Context: an optimization exercise on an open-source flow, tuned for small area and a short achievable clock period. The choices shown serve that exercise and are no tape-out recipe. In this exercise RTL edits were held to simulation tests only and were not proved equivalent to the original.

==> flow/design.v (excerpt) <==
module nn #(parameter SIZE = 32) (
    input [SIZE-1:0] input_1,
    input [SIZE-1:0] input_2,
    input clk,
    input resetn,
    input enable,
    output [SIZE-1:0] final_output,
    output reg total_ovf,
    output reg total_zero,
    output [2:0] ovf_fsm_stage,
    output [2:0] zero_fsm_stage
);
    localparam [4:0] S_PRE = 5'd0, S_IN = 5'd1, S_OUT = 5'd2, S_POST = 5'd3,
                     S_IDLE = 5'd4, S_DEACT = 5'd8, S_LOAD = 5'd15;
    reg [4:0] st, nst;
    reg is_pre;          
    reg is_idle;         
    reg [28:0] fo_hi;    
    reg fo_2;            
    reg fo_lo;           
    assign final_output = {fo_hi, fo_2, fo_lo, fo_lo};
    reg [2:0] ostg_n, zstg_n;
    assign ovf_fsm_stage = ~ostg_n;
    assign zero_fsm_stage = ~zstg_n;
    reg [4:0] nst0, nst1;
    always @(*) begin
        case (st)
            S_DEACT: begin nst0 = S_DEACT; nst1 = fo_2 ? S_PRE : S_LOAD; end
            S_IDLE:  begin nst0 = S_DEACT; nst1 = S_PRE; end
            S_PRE:   begin nst0 = S_IN;    nst1 = S_IN; end
            S_IN:    begin nst0 = S_OUT;   nst1 = S_OUT; end
            S_OUT:   begin nst0 = S_POST;  nst1 = S_POST; end
            S_POST:  begin nst0 = S_IDLE;  nst1 = S_IDLE; end
            default: begin nst0 = st + 5'd1; nst1 = st + 5'd1; end
        endcase
    end
    always @(*) nst = enable ? nst1 : nst0;
    wire pre0 = (nst0 == S_PRE), pre1 = (nst1 == S_PRE);
    always @(posedge clk or negedge resetn)
        if (!resetn) begin
            st <= S_DEACT;
            is_pre <= 1'b0;
            is_idle <= 1'b0;
        end else begin
            st <= nst;
            is_pre <= enable ? pre1 : pre0;
            is_idle <= (st == S_POST);
        end
    reg signed [29:0] X;
    reg signed [30:0] Y;
    reg zxy;
    wire zin, zpre;
  ...
Size: ~870 cells after synthesis, about 120 flip-flops, about 110 I/O pins, ~0.0099 mm^2 of cells after synthesis.
==> flow/config.mk <==
export PLATFORM = sky130hd
export DESIGN_NAME = nn
export DESIGN_NICKNAME = nn
export VERILOG_FILES = /design/flow/design.v
export SDC_FILE = /design/flow/constraint.sdc
export NUM_CORES = 4
export LEC_CHECK = 0
export CAP_MARGIN = 20
export CORE_MARGIN = 2
export CORE_UTILIZATION = 60
export CTS_BUF_LIST = sky130_fd_sc_hd__clkbuf_8
export CTS_CLUSTER_DIAMETER = 100
export CTS_CLUSTER_SIZE = 40
export SLEW_MARGIN = 20
export SYNTH_HIERARCHICAL = 1
==> flow/constraint.sdc <==
create_clock -name core_clock -period 21.0 [get_ports {clk}]
set_input_delay 4.2000 -clock core_clock [delete_from_list [all_inputs] [get_ports {clk}]]
set_output_delay 4.2000 -clock core_clock [all_outputs]
set_load 0.01 [all_outputs]
standard.sh (not shown) runs the stock make flow with config.mk's settings and CLKGATE_MAP_FILE= SYNTH_SCRIPT=/design/flow/synth_recipe.tcl, a recipe that flattens the netlist after the stock synthesis.
==> flow/flow/run.sh <==
#!/bin/bash
# Standard ORFS layout (the standard.sh), with changes to how it is made only:
#  - port buffers: buf_1 on inputs, buf_2 on outputs (flow/ports.tcl) instead of
#    the resizer's default pick (a slow delay buffer);
#  - timing repair aims at a setup margin below the clock period, so paths are
#    repaired toward the period the design can reach rather than only to 21 ns.
# Synthesis is the standard one, unchanged. Each tool's log stays under orfs/logs;
# make's own output goes to make_*.log here.
set -euo pipefail
here=$(pwd)
bash standard.sh synth > make_synth.log 2>&1
export DONT_BUFFER_PORTS=1
export PRE_GLOBAL_PLACE_TCL=$here/flow/ports.tcl
export SETUP_SLACK_MARGIN=15.75
# Clock tree without dummy balancing loads.
export CTS_ARGS="-sink_clustering_enable -repair_clock_nets -sink_clustering_size 40 -sink_clustering_max_diameter 100 -buf_list {sky130_fd_sc_hd__clkbuf_4 sky130_fd_sc_hd__clkbuf_8} -root_buf sky130_fd_sc_hd__clkbuf_8 -dont_use_dummy_load"
bash standard.sh > make_layout.log 2>&1
==> flow/flow/ports.tcl <==
# Port buffers (sourced before global placement, in place of ORFS's own
# buffer_ports call): every input and output port still gets a buffer.
buffer_ports -inputs -buffer_cell sky130_fd_sc_hd__buf_1
buffer_ports -outputs -buffer_cell sky130_fd_sc_hd__buf_2
Next try:
--- a/flow/flow/run.sh
+++ b/flow/flow/run.sh
@@ -13,5 +13,3 @@
 export PRE_GLOBAL_PLACE_TCL=$here/flow/ports.tcl
 export SETUP_SLACK_MARGIN=15.75
-# Clock tree without dummy balancing loads.
-export CTS_ARGS="-sink_clustering_enable -repair_clock_nets -sink_clustering_size 40 -sink_clustering_max_diameter 100 -buf_list {sky130_fd_sc_hd__clkbuf_4 sky130_fd_sc_hd__clkbuf_8} -root_buf sky130_fd_sc_hd__clkbuf_8 -dont_use_dummy_load"
 bash standard.sh > make_layout.log 2>&1
Settings changed: CORE_UTILIZATION 60 to 50.
After rerunning: The changed run produced a clean layout; utilization decreases by 9.5 points; non-clock buffer count increases by 7; design area increases by 1.7%; area after synthesis is unchanged; setup slack got worse by 0.16 ns; register-to-register slack got worse by 0.16 ns; routed wire length increases by 1.4%; count of clock-buffer cells in the layout stays the same; first-iteration DRC count decreases by 13%; via count increases by 1.1%; die area increases by 19%.

re-timing with driven ports:
No port has a modelled driver above. Below, the same layouts with a new extraction and two added sets of constraints.
Step 1 assumes that a clkbuf_16 drives the clock port and a buf_2 every other input.
Step 2 moves the port delays by t, midway between the first and last clock arrival at a register: inputs arrive t later, outputs are due t later. That takes back most of the time a late clock gives input paths.
Three values: no drivers, after step 1, after step 2; two values: the first two.
run	shift t [ns]	setup slack, ns	latest minus earliest clock arrival (ns)	worst slew at a driven data input, ns	cell pins on the clock port's net
the first run	0.465	15.821 / 15.789 / 15.384	0.035 / 0.036	1.02	1
the second run	0.487	15.662 / 15.662 / 15.336	0.023 / 0.023	1.03	1
After both steps every run listed still meets setup and hold. For the first run, which loses most, drivers alone change the setup slack by -0.032 ns; drivers and shift together by -0.437 ns.
